Context: an optimization exercise on an open-source flow, tuned for small area, a short achievable clock period and few clock cycles per item. The choices shown serve that exercise and are no tape-out recipe. The RTL was checked by simulation tests, not by an equivalence proof against the original design. Power figures rest on the tool's default switching activity, not on a simulated workload.

// DES_ECB
module DES_ECB (Clk, Reset, Start, X, KEY, OUT, RDY);
   input         Clk;
   input         Reset;
   input         Start;
   input  [63:0] X, KEY;
   output [63:0] OUT;
   output        RDY;
   reg [31:0] L, R;
   reg [55:0] CD;
   reg [3:0] cnt;
   reg        busy;
   assign RDY = ~busy;
   wire [63:0] LR_out = {R, L};
   assign OUT = {LR_out[24], LR_out[56], LR_out[16], LR_out[48], LR_out[8], LR_out[40], LR_out[0], LR_out[32], LR_out[25], LR_out[57], LR_out[17], LR_out[49], LR_out[9], LR_out[41], LR_out[1], LR_out[33], LR_out[26], LR_out[58], LR_out[18], LR_out[50], LR_out[10], LR_out[42], LR_out[2], LR_out[34], LR_out[27], LR_out[59], LR_out[19], LR_out[51], LR_out[11], LR_out[43], LR_out[3], LR_out[35], LR_out[28], LR_out[60], LR_out[20], LR_out[52], LR_out[12], LR_out[44], LR_out[4], LR_out[36], LR_out[29], LR_out[61], LR_out[21], LR_out[53], LR_out[13], LR_out[45], LR_out[5], LR_out[37], LR_out[30], LR_out[62], LR_out[22], LR_out[54], LR_out[14], LR_out[46], LR_out[6], LR_out[38], LR_out[31], LR_out[63], LR_out[23], LR_out[55], LR_out[15], LR_out[47], LR_out[7], LR_out[39]};
   wire [63:0] ipx = {X[6], X[14], X[22], X[30], X[38], X[46], X[54], X[62], X[4], X[12], X[20], X[28], X[36], X[44], X[52], X[60], X[2], X[10], X[18], X[26], X[34], X[42], X[50], X[58], X[0], X[8], X[16], X[24], X[32], X[40], X[48], X[56], X[7], X[15], X[23], X[31], X[39], X[47], X[55], X[63], X[5], X[13], X[21], X[29], X[37], X[45], X[53], X[61], X[3], X[11], X[19], X[27], X[35], X[43], X[51], X[59], X[1], X[9], X[17], X[25], X[33], X[41], X[49], X[57]};
  ...
For scale: roughly 1200 cells after synthesis, about 200 I/O pins.
Settings: LEC_CHECK=0, CAP_MARGIN=20, CORE_MARGIN=2, CORE_UTILIZATION=40, SLEW_MARGIN=20; clock period 6.0 ns.
run.sh (not shown) runs the stock make flow with config.mk's settings and CLKGATE_MAP_FILE= SYNTH_SCRIPT=/design/flow/synth_recipe.tcl, a recipe that flattens the netlist after the stock synthesis.
Testbench counts at the start, summed over its fixed seeds: cycles 8,704, items 512.
Change:
Settings changed: SETUP_SLACK_MARGIN from default to 2.
After rerunning:
- setup slack is unchanged
- register-to-register slack hardly moves
- routed wire length stays the same
- design area is unchanged
- worst hold slack is unchanged
- non-clock buffer count does not change
- first-iteration DRC count stays the same
- count of clock-buffer cells in the layout is unchanged
- global-route usage stays the same
Change:
Settings changed: SETUP_SLACK_MARGIN 2 to 4.
Outcome: First-iteration DRC count rises by about 2.8%; total power came out higher by 36%; via count grows by 14%; wire length climbs by about 20%; register-to-register slack is better by 0.75 ns; die area is unchanged; worst hold slack degrades by 0.0071 ns; clock-buffer cell count went down by 2; setup slack improved by 0.75 ns.
Change:
Settings changed: SETUP_SLACK_MARGIN 4 to 3.
First-iteration DRC count went down by 14%.
Setup slack degrades by 0.25 ns.
Non-clock buffer count went down by 215.
Utilization went down by 12 points.
Fmax went down by 8.2%.

DES_ECB, a different RTL version from the one above (not shown whole).
Size: roughly 1300 cells after synthesis, roughly 200 I/O pins.
export LEC_CHECK = 0
export CAP_MARGIN = 20
export CORE_MARGIN = 2
export CORE_UTILIZATION = 68
export CTS_BUF_LIST = sky130_fd_sc_hd__clkbuf_4 sky130_fd_sc_hd__clkbuf_8
export PLACE_DENSITY = 0.78
export SETUP_SLACK_MARGIN = 3.55
export SLEW_MARGIN = 20
create_clock -name core_clock -period 6.0 [get_ports {Clk}]
standard.sh (not shown) runs the stock make flow with config.mk's settings and CLKGATE_MAP_FILE= SYNTH_SCRIPT=/design/flow/synth_recipe.tcl, a recipe that flattens the netlist after the stock synthesis.
==> flow/flow/run.sh <==
#!/bin/bash
# Own layout flow: the standard synthesis, then the combinational logic is
# re-mapped with an area-oriented ABC script (flip-flops and their names are kept),
# then the standard layout from floorplan to finish on the re-mapped netlist.
set -uo pipefail
W=$(pwd)
F=$W/flow
LIB=$FLOW_HOME/platforms/$FLOW_PLATFORM/lib/sky130_fd_sc_hd__tt_025C_1v80.lib
R=$W/orfs/results/$FLOW_PLATFORM/DES_ECB/base

bash standard.sh synth > $W/std_synth.log 2>&1 || { echo "standard synth failed"; exit 1; }
cp $R/1_2_yosys.v $W/netlist_std.v

# functional models of the library's combinational cells, for techmap
yosys -p "read_liberty -ignore_miss_func $LIB; delete sky130_fd_sc_hd__*df* sky130_fd_sc_hd__*dl* sky130_fd_sc_hd__lpflow_inputisolatch_1 sky130_fd_sc_hd__*probe*; write_verilog -noattr $W/combcells.v" > $W/combcells.log 2>&1 || { echo "cell models failed"; exit 1; }

REMAP_CELLS=$W/combcells.v REMAP_LIB=$LIB REMAP_IN=$W/netlist_std.v REMAP_TOP=$FLOW_TOP \
REMAP_DONT_USE="$(cat $F/dont_use.txt)" REMAP_ABC=$F/remap.abc REMAP_OUT=$W/netlist_remap.v \
REMAP_STAT=$W/remap_stat.txt yosys -c $F/remap.tcl > $W/remap.log 2>&1 || { echo "remap failed"; exit 1; }

cp $W/netlist_remap.v $R/1_2_yosys.v
rm -f $R/1_synth.odb
export BUFFER_PORTS_ARGS="-buffer_cell sky130_fd_sc_hd__buf_1"
bash standard.sh > $W/std_layout.log 2>&1 || { echo "layout failed"; tail -20 $W/std_layout.log; exit 1; }
==> flow/flow/remap.abc <==
strash
dch -f
map -a
mfs2 -a
strash
dch -f
map -a
mfs2 -a
strash
dch -f
map -a
mfs2 -a
strash
dch -f
map -a
mfs2 -a
strash
dch -f
map -a
mfs2 -a
strash
dch -f
map -a
topo
stime -c
Other scripts of this flow, unchanged in this note and not shown: flow/flow/dont_use.txt, flow/flow/remap.tcl
The starting point finished clean.
Testbench counts at the start, summed over its fixed seeds: cycles 8,704, items 512.
Edit:
==> flow/flow/remap.abc (replaced) <==
strash
dch -f
map -a
mfs2 -a
strash
dch -f
map -a
mfs2 -a
strash
dch -f
map -a
mfs2 -a
strash
dch -f
map -B 0.2
topo
- CORE_UTILIZATION: 68 -> 55
- PLACE_DENSITY: 0.78 -> unset
- SETUP_SLACK_MARGIN: 3.55 -> 3.3
Result: The new run completed without violations. Worst setup slack improved by 0.20 ns. Final cell count increases by about 8%. Total power came out lower by 17%. Area after synthesis is higher by about 6%. Synthesized cell count increases by about 9%. Utilization is lower by 24 points. Die area came out higher by about 30%. Clock skew falls by 0.0066 ns. Design area fell by about 4%. Routed wire length shrinks by about 10%.
Edit:
--- a/flow/flow/remap.abc
+++ b/flow/flow/remap.abc
@@ -14,3 +14,3 @@
 dch -f
-map -B 0.2
+map -B 0.5
 topo
- SETUP_SLACK_MARGIN: 3.3 -> 3.76
Effect: The new run went through all stages and came out clean. Cell area went up by 11%. Combinational power is higher by 29%. Power rose by 17%. Worst hold slack gets better by 0.034 ns. Cell count came out lower by 0.37%. Wire length rose by 0.67%. Worst setup slack gets better by 0.30 ns. Register-to-register slack gets better by 0.26 ns. Die area went down by 0.67%.
Edit:
--- a/flow/flow/remap.abc
+++ b/flow/flow/remap.abc
@@ -14,3 +14,3 @@
 dch -f
-map -B 0.5
+map -B 0.2
 topo
- CORE_UTILIZATION: 55 -> 68
- PLACE_DENSITY: unset -> 0.78
- SETUP_SLACK_MARGIN: 3.76 -> 3.7
Effect:
- The new run completed without violations
- worst hold slack gets worse by 0.013 ns
- utilization went up by 12 points
- design area decreases by 5.7%

Another version of the RTL of DES_ECB (not shown whole).
Settings: LEC_CHECK=0, CAP_MARGIN=20, CORE_MARGIN=2, CORE_UTILIZATION=55, CTS_BUF_LIST=sky130_fd_sc_hd__clkbuf_4 sky130_fd_sc_hd__clkbuf_8, SETUP_SLACK_MARGIN=3.3, SLEW_MARGIN=20; clock period 6.0 ns.
==> flow/flow/dont_use.txt <==
 sky130_fd_sc_hd__probe_p_8 sky130_fd_sc_hd__probec_p_8 sky130_fd_sc_hd__lpflow_bleeder_1 sky130_fd_sc_hd__lpflow_clkbufkapwr_1 sky130_fd_sc_hd__lpflow_clkbufkapwr_16 sky130_fd_sc_hd__lpflow_clkbufkapwr_2 sky130_fd_sc_hd__lpflow_clkbufkapwr_4 sky130_fd_sc_hd__lpflow_clkbufkapwr_8 sky130_fd_sc_hd__lpflow_clkinvkapwr_1 sky130_fd_sc_hd__lpflow_clkinvkapwr_16 sky130_fd_sc_hd__lpflow_clkinvkapwr_2 sky130_fd_sc_hd__lpflow_clkinvkapwr_4 sky130_fd_sc_hd__lpflow_clkinvkapwr_8 sky130_fd_sc_hd__lpflow_decapkapwr_12 sky130_fd_sc_hd__lpflow_decapkapwr_3 sky130_fd_sc_hd__lpflow_decapkapwr_4 sky130_fd_sc_hd__lpflow_decapkapwr_6 sky130_fd_sc_hd__lpflow_decapkapwr_8 sky130_fd_sc_hd__lpflow_inputiso0n_1 sky130_fd_sc_hd__lpflow_inputiso0p_1 sky130_fd_sc_hd__lpflow_inputiso1n_1 sky130_fd_sc_hd__lpflow_inputiso1p_1 sky130_fd_sc_hd__lpflow_inputisolatch_1 sky130_fd_sc_hd__lpflow_isobufsrc_1 sky130_fd_sc_hd__lpflow_isobufsrc_16 sky130_fd_sc_hd__lpflow_isobufsrc_2 sky130_fd_sc_hd__lpflow_isobufsrc_4 sky130_fd_sc_hd__lpflow_isobufsrc_8 sky130_fd_sc_hd__lpflow_isobufsrckapwr_16 sky130_fd_sc_hd__lpflow_lsbuf_lh_hl_isowell_tap_1 sky130_fd_sc_hd__lpflow_lsbuf_lh_hl_isowell_tap_2 sky130_fd_sc_hd__lpflow_lsbuf_lh_hl_isowell_tap_4 sky130_fd_sc_hd__lpflow_lsbuf_lh_isowell_4 sky130_fd_sc_hd__lpflow_lsbuf_lh_isowell_tap_1 sky130_fd_sc_hd__lpflow_lsbuf_lh_isowell_tap_2 sky130_fd_sc_hd__lpflow_lsbuf_lh_isowell_tap_4
==> flow/flow/remap.abc <==
strash
dch -f
map -a
mfs2 -a
strash
dch -f
map -a
mfs2 -a
strash
dch -f
map -a
mfs2 -a
strash
dch -f
map -a
mfs2 -a
strash
dch -f
map -a
mfs2 -a
strash
dch -f
map -a
topo
stime -c
==> flow/flow/remap.tcl <==
# Re-map the combinational logic of a mapped netlist with an area-oriented ABC script.
# Flip-flops (and their instance names) are kept as they are.
yosys -import
set lib $::env(REMAP_LIB)
read_liberty -lib $lib
read_verilog $::env(REMAP_IN)
hierarchy -top $::env(REMAP_TOP)
techmap -map $::env(REMAP_CELLS)
techmap
opt -fast
opt_clean -purge
set du {}
foreach c $::env(REMAP_DONT_USE) { lappend du -dont_use $c }
abc -script $::env(REMAP_ABC) -liberty $lib {*}$du
opt_clean -purge
hilomap -singleton -hicell sky130_fd_sc_hd__conb_1 HI -locell sky130_fd_sc_hd__conb_1 LO
insbuf -buf sky130_fd_sc_hd__buf_4 A X
splitnets
opt_clean -purge
tee -o $::env(REMAP_STAT) stat -liberty $lib
check -assert -mapped
write_verilog -noattr -nohex -nodec $::env(REMAP_OUT)
Scripts as last shown in full above: flow/flow/run.sh
The baseline produced a clean layout.
Testbench counts at the start, summed over its fixed seeds: cycles 8,704, items 512.
==> next run, changes <==
Settings changed: SETUP_SLACK_MARGIN 3.3 to 3.6.
Design area went up by roughly a tenth. Count of clock-buffer cells in the layout went down by 8. Routed wire length went up by a little under a tenth.

run A:
DES_ECB, a different RTL version from the one above (not shown whole).
Size: roughly 1,300 cells after synthesis, roughly 200 I/O pins, ~8800 um2 of cells after synthesis.
## DES_ECB
module DES_ECB (Clk, Reset, Start, X, KEY, OUT, RDY);
   input         Clk;
   input         Reset;
   input         Start;
   input  [63:0] X, KEY;
   output [63:0] OUT;
   output        RDY;
   reg [31:0] L, R;       
   reg [55:0] CD;         
   reg [3:0]  cnt;        
   reg        idle;
   wire       busy = ~idle;
   assign RDY = idle;
   wire [63:0] RL = {R, L};
   assign OUT = {RL[24], RL[56], RL[16], RL[48], RL[8], RL[40], RL[0], RL[32], RL[25], RL[57], RL[17], RL[49], RL[9], RL[41], RL[1], RL[33], RL[26], RL[58], RL[18], RL[50], RL[10], RL[42], RL[2], RL[34], RL[27], RL[59], RL[19], RL[51], RL[11], RL[43], RL[3], RL[35], RL[28], RL[60], RL[20], RL[52], RL[12], RL[44], RL[4], RL[36], RL[29], RL[61], RL[21], RL[53], RL[13], RL[45], RL[5], RL[37], RL[30], RL[62], RL[22], RL[54], RL[14], RL[46], RL[6], RL[38], RL[31], RL[63], RL[23], RL[55], RL[15], RL[47], RL[7], RL[39]};
   wire [63:0] ipx = {X[6], X[14], X[22], X[30], X[38], X[46], X[54], X[62], X[4], X[12], X[20], X[28], X[36], X[44], X[52], X[60], X[2], X[10], X[18], X[26], X[34], X[42], X[50], X[58], X[0], X[8], X[16], X[24], X[32], X[40], X[48], X[56], X[7], X[15], X[23], X[31], X[39], X[47], X[55], X[63], X[5], X[13], X[21], X[29], X[37], X[45], X[53], X[61], X[3], X[11], X[19], X[27], X[35], X[43], X[51], X[59], X[1], X[9], X[17], X[25], X[33], X[41], X[49], X[57]};
  ...
export LEC_CHECK = 0
export CAP_MARGIN = 20
export CORE_MARGIN = 2
export CORE_UTILIZATION = 55
export CTS_BUF_LIST = sky130_fd_sc_hd__clkbuf_4 sky130_fd_sc_hd__clkbuf_8
export SETUP_SLACK_MARGIN = 3.8
export SLEW_MARGIN = 20
create_clock -name core_clock -period 6.0 [get_ports {Clk}]
==> flow/flow/remap.abc <==
strash
dch -f
map -a
mfs2 -a
strash
dch -f
map -a
mfs2 -a
strash
dch -f
map -a
mfs2 -a
strash
dch -f
map -B 0.5
topo
Scripts as last shown in full above: flow/flow/run.sh, flow/flow/dont_use.txt, flow/flow/remap.tcl
Testbench counts of run A, summed over its fixed seeds: cycles 8,704, items 512.
Changes in run B relative to run A:
Settings: SETUP_SLACK_MARGIN now 3.7, was 3.8.
### Flow results
- | area added between synthesis and finish | run B vs run A | 14 points lower |
- Going from run A to run B, clock net sink count roughly the same, post-layout instance area saw a decrease.
- [run B vs run A] highest net fanout along the worst path: higher in run B
For run C, these inputs were changed with respect to run B:
Settings: a change of SETUP_SLACK_MARGIN from 3.7 to 3.65.
Run B reports its startpoint of the most critical setup path as R[15] while run C reports R[19].
Taking run B as the reference, in run C worst hold slack across all endpoints comparable; post-synthesis to final-layout area growth shrank by 3.3 points; routed wire length went down; total power fell by 0.00010 W; time the final worst path needs with I/O delays and setup fell by 21 ps.

RTL: one of the versions met above, not the one the previous note started from.
For scale: about 1400 cells after synthesis, about 9100 µm² of cells after synthesis.
// DES_ECB
module DES_ECB (Clk, Reset, Start, X, KEY, OUT, RDY);
   input         Clk;
   input         Reset;
   input         Start;
   input  [63:0] X, KEY;
   output [63:0] OUT;
   output        RDY;
   reg [31:0] L, R;       
   reg [55:0] CD;         
   reg [3:0]  cnt;        
   reg        busy;
   assign RDY = ~busy;
   wire [63:0] RL = {R, L};
   assign OUT = {RL[24], RL[56], RL[16], RL[48], RL[8], RL[40], RL[0], RL[32], RL[25], RL[57], RL[17], RL[49], RL[9], RL[41], RL[1], RL[33], RL[26], RL[58], RL[18], RL[50], RL[10], RL[42], RL[2], RL[34], RL[27], RL[59], RL[19], RL[51], RL[11], RL[43], RL[3], RL[35], RL[28], RL[60], RL[20], RL[52], RL[12], RL[44], RL[4], RL[36], RL[29], RL[61], RL[21], RL[53], RL[13], RL[45], RL[5], RL[37], RL[30], RL[62], RL[22], RL[54], RL[14], RL[46], RL[6], RL[38], RL[31], RL[63], RL[23], RL[55], RL[15], RL[47], RL[7], RL[39]};
   wire [63:0] ipx = {X[6], X[14], X[22], X[30], X[38], X[46], X[54], X[62], X[4], X[12], X[20], X[28], X[36], X[44], X[52], X[60], X[2], X[10], X[18], X[26], X[34], X[42], X[50], X[58], X[0], X[8], X[16], X[24], X[32], X[40], X[48], X[56], X[7], X[15], X[23], X[31], X[39], X[47], X[55], X[63], X[5], X[13], X[21], X[29], X[37], X[45], X[53], X[61], X[3], X[11], X[19], X[27], X[35], X[43], X[51], X[59], X[1], X[9], X[17], X[25], X[33], X[41], X[49], X[57]};
   wire [55:0] pc1 = {KEY[7], KEY[15], KEY[23], KEY[31], KEY[39], KEY[47], KEY[55], KEY[63], KEY[6], KEY[14], KEY[22], KEY[30], KEY[38], KEY[46], KEY[54], KEY[62], KEY[5], KEY[13], KEY[21], KEY[29], KEY[37], KEY[45], KEY[53], KEY[61], KEY[4], KEY[12], KEY[20], KEY[28], KEY[1], KEY[9], KEY[17], KEY[25], KEY[33], KEY[41], KEY[49], KEY[57], KEY[2], KEY[10], KEY[18], KEY[26], KEY[34], KEY[42], KEY[50], KEY[58], KEY[3], KEY[11], KEY[19], KEY[27], KEY[35], KEY[43], KEY[51], KEY[59], KEY[36], KEY[44], KEY[52], KEY[60]};
  ...
Settings: LEC_CHECK=0, CAP_MARGIN=20, CORE_MARGIN=2, CORE_UTILIZATION=55, CTS_BUF_LIST=sky130_fd_sc_hd__clkbuf_4 sky130_fd_sc_hd__clkbuf_8, SETUP_SLACK_MARGIN=3, SLEW_MARGIN=20; clock period 6.0 ns.
==> flow/flow/dont_use.txt <==
 sky130_fd_sc_hd__probe_p_8 sky130_fd_sc_hd__probec_p_8 sky130_fd_sc_hd__lpflow_bleeder_1 sky130_fd_sc_hd__lpflow_clkbufkapwr_1 sky130_fd_sc_hd__lpflow_clkbufkapwr_16 sky130_fd_sc_hd__lpflow_clkbufkapwr_2 sky130_fd_sc_hd__lpflow_clkbufkapwr_4 sky130_fd_sc_hd__lpflow_clkbufkapwr_8 sky130_fd_sc_hd__lpflow_clkinvkapwr_1 sky130_fd_sc_hd__lpflow_clkinvkapwr_16 sky130_fd_sc_hd__lpflow_clkinvkapwr_2 sky130_fd_sc_hd__lpflow_clkinvkapwr_4 sky130_fd_sc_hd__lpflow_clkinvkapwr_8 sky130_fd_sc_hd__lpflow_decapkapwr_12 sky130_fd_sc_hd__lpflow_decapkapwr_3 sky130_fd_sc_hd__lpflow_decapkapwr_4 sky130_fd_sc_hd__lpflow_decapkapwr_6 sky130_fd_sc_hd__lpflow_decapkapwr_8 sky130_fd_sc_hd__lpflow_inputiso0n_1 sky130_fd_sc_hd__lpflow_inputiso0p_1 sky130_fd_sc_hd__lpflow_inputiso1n_1 sky130_fd_sc_hd__lpflow_inputiso1p_1 sky130_fd_sc_hd__lpflow_inputisolatch_1 sky130_fd_sc_hd__lpflow_isobufsrc_1 sky130_fd_sc_hd__lpflow_isobufsrc_16 sky130_fd_sc_hd__lpflow_isobufsrc_2 sky130_fd_sc_hd__lpflow_isobufsrc_4 sky130_fd_sc_hd__lpflow_isobufsrc_8 sky130_fd_sc_hd__lpflow_isobufsrckapwr_16 sky130_fd_sc_hd__lpflow_lsbuf_lh_hl_isowell_tap_1 sky130_fd_sc_hd__lpflow_lsbuf_lh_hl_isowell_tap_2 sky130_fd_sc_hd__lpflow_lsbuf_lh_hl_isowell_tap_4 sky130_fd_sc_hd__lpflow_lsbuf_lh_isowell_4 sky130_fd_sc_hd__lpflow_lsbuf_lh_isowell_tap_1 sky130_fd_sc_hd__lpflow_lsbuf_lh_isowell_tap_2 sky130_fd_sc_hd__lpflow_lsbuf_lh_isowell_tap_4 # 
==> flow/flow/remap.abc <==
strash
dch -f
map -a
mfs2 -a
strash
dch -f
map -a
mfs2 -a
strash
dch -f
map -a
mfs2 -a
strash
dch -f
map -a
mfs2 -a
strash
dch -f
map -a
mfs2 -a
strash
dch -f
map -a
topo
stime -c
Scripts as last shown in full above: flow/flow/run.sh, flow/flow/remap.tcl
Testbench counts at the start, summed over its fixed seeds: cycles 8,704, items 512.
==> next run, changes <==
--- a/flow/config.mk
+++ b/flow/config.mk
@@ -8,6 +8,4 @@
 export CAP_MARGIN = 20
 export CORE_MARGIN = 2
-export CORE_UTILIZATION = 55
-export CTS_BUF_LIST = sky130_fd_sc_hd__clkbuf_4 sky130_fd_sc_hd__clkbuf_8
-export SETUP_SLACK_MARGIN = 3
+export CORE_UTILIZATION = 40
 export SLEW_MARGIN = 20
The changed run passed the timing, DRC and antenna checks.
Clock power increases by a quarter to a third.
Wire length rose by a little under a tenth.
First-iteration DRC count is higher by roughly a tenth.
==> next run, changes <==
--- a/flow/flow/run.sh
+++ b/flow/flow/run.sh
@@ -21,4 +21,3 @@
 cp $W/netlist_remap.v $R/1_2_yosys.v
 rm -f $R/1_synth.odb
-export BUFFER_PORTS_ARGS="-buffer_cell sky130_fd_sc_hd__buf_1"
 bash standard.sh > $W/std_layout.log 2>&1 || { echo "layout failed"; tail -20 $W/std_layout.log; exit 1; }
--- a/flow/config.mk
+++ b/flow/config.mk
@@ -9,3 +9,4 @@
 export CORE_MARGIN = 2
 export CORE_UTILIZATION = 40
+export SETUP_SLACK_MARGIN = 3
 export SLEW_MARGIN = 20
Effect: Non-clock buffer count goes up by 15; worst setup slack improves by 0.73 ns; sequential power barely changes; global-route usage increases by 0.56 points; core utilization is higher by 6.5 points; first-iteration DRC count stays flat; maximum frequency increases by 26%; count of clock-buffer cells in the layout is unchanged.
==> next run, changes <==
--- a/flow/flow/run.sh
+++ b/flow/flow/run.sh
@@ -21,3 +21,4 @@
 cp $W/netlist_remap.v $R/1_2_yosys.v
 rm -f $R/1_synth.odb
+export BUFFER_PORTS_ARGS="-buffer_cell sky130_fd_sc_hd__buf_1"
 bash standard.sh > $W/std_layout.log 2>&1 || { echo "layout failed"; tail -20 $W/std_layout.log; exit 1; }
Result: Synthesized cell count is unchanged. Final cell count falls by 0.58%. Setup slack got worse by 0.068 ns. Total power falls by 2.8%. Cell area falls by 10%. Routed wire length falls by 2.5%. Non-clock buffer count falls by 12. Clock-buffer cell count falls by 2. Synthesized area stays the same. Clock skew stays flat.

## static timing again, ports no longer ideal
Ports are ideal in the flow. The routed layouts listed here were re-timed in OpenROAD.
Step 1 assumes that a clkbuf_16 drives the clock port and a buf_2 every other input.
Step 2 moves the port delays by t, midway between the first and last clock arrival at a register: inputs arrive t later, outputs are due t later. That takes back most of the time a late clock gives input paths.
Slacks: no drivers / after step 1 / after step 2; pairs: no drivers / after step 1.
run	shift t [ns]	setup slack, ns	worst hold slack (ns)	worst setup path after step 2	worst slew at a driven data input, ns
the first run of note 1	0.478	2.488 / 2.488 / 2.488	0.465 / 0.465 / 0.465	register to register	0.05
the second run of note 1	0.478	2.488 / 2.488 / 2.488	0.465 / 0.465 / 0.465	register to register	0.05
the third run of note 1	0.472	3.239 / 3.239 / 3.239	0.458 / 0.458 / 0.458	register to register	0.13
the fourth run of note 1	0.476	2.993 / 2.948 / 2.777	0.454 / 0.454 / 0.454	input to register	0.06
the first run of note 2	0.513	3.245 / 3.245 / 3.109	0.446 / 0.446 / 0.446	input to register	0.06
the second run of note 2	0.494	3.450 / 3.409 / 3.136	0.463 / 0.463 / 0.463	input to register	0.05
the third run of note 2	0.497	3.752 / 3.708 / 3.378	0.497 / 0.497 / 0.497	input to register	0.05
the fourth run of note 2	0.528	3.640 / 3.600 / 3.251	0.484 / 0.484 / 0.484	input to register	0.04
the first run of note 3	0.491	3.389 / 3.389 / 2.918	0.450 / 0.450 / 0.450	input to register	0.06
the second run of note 3	0.507	3.496 / 3.454 / 3.153	0.461 / 0.461 / 0.461	input to register	0.06
run A	0.493	3.729 / 3.691 / 3.405	0.485 / 0.485 / 0.485	input to register	0.05
run B	0.495	3.636 / 3.597 / 3.348	0.485 / 0.485 / 0.485	input to register	0.05
run C	0.494	3.658 / 3.619 / 3.308	0.485 / 0.485 / 0.485	input to register	0.05
the first run of note 5	0.494	3.080 / 3.080 / 2.734	0.450 / 0.450 / 0.450	input to register	0.06
the second run of note 5	0.467	2.431 / 2.431 / 2.431	0.451 / 0.451 / 0.451	register to register	0.07
the third run of note 5	0.464	3.157 / 3.157 / 2.733	0.441 / 0.441 / 0.441	input to register	0.07
the fourth run of note 5	0.467	3.088 / 3.088 / 2.803	0.446 / 0.446 / 0.446	input to register	0.07
After both steps setup and hold are still met in every run listed. The setup slack of the first run of note 3, which loses most, moves by 0.000 ns with the drivers and by -0.471 ns with both steps.
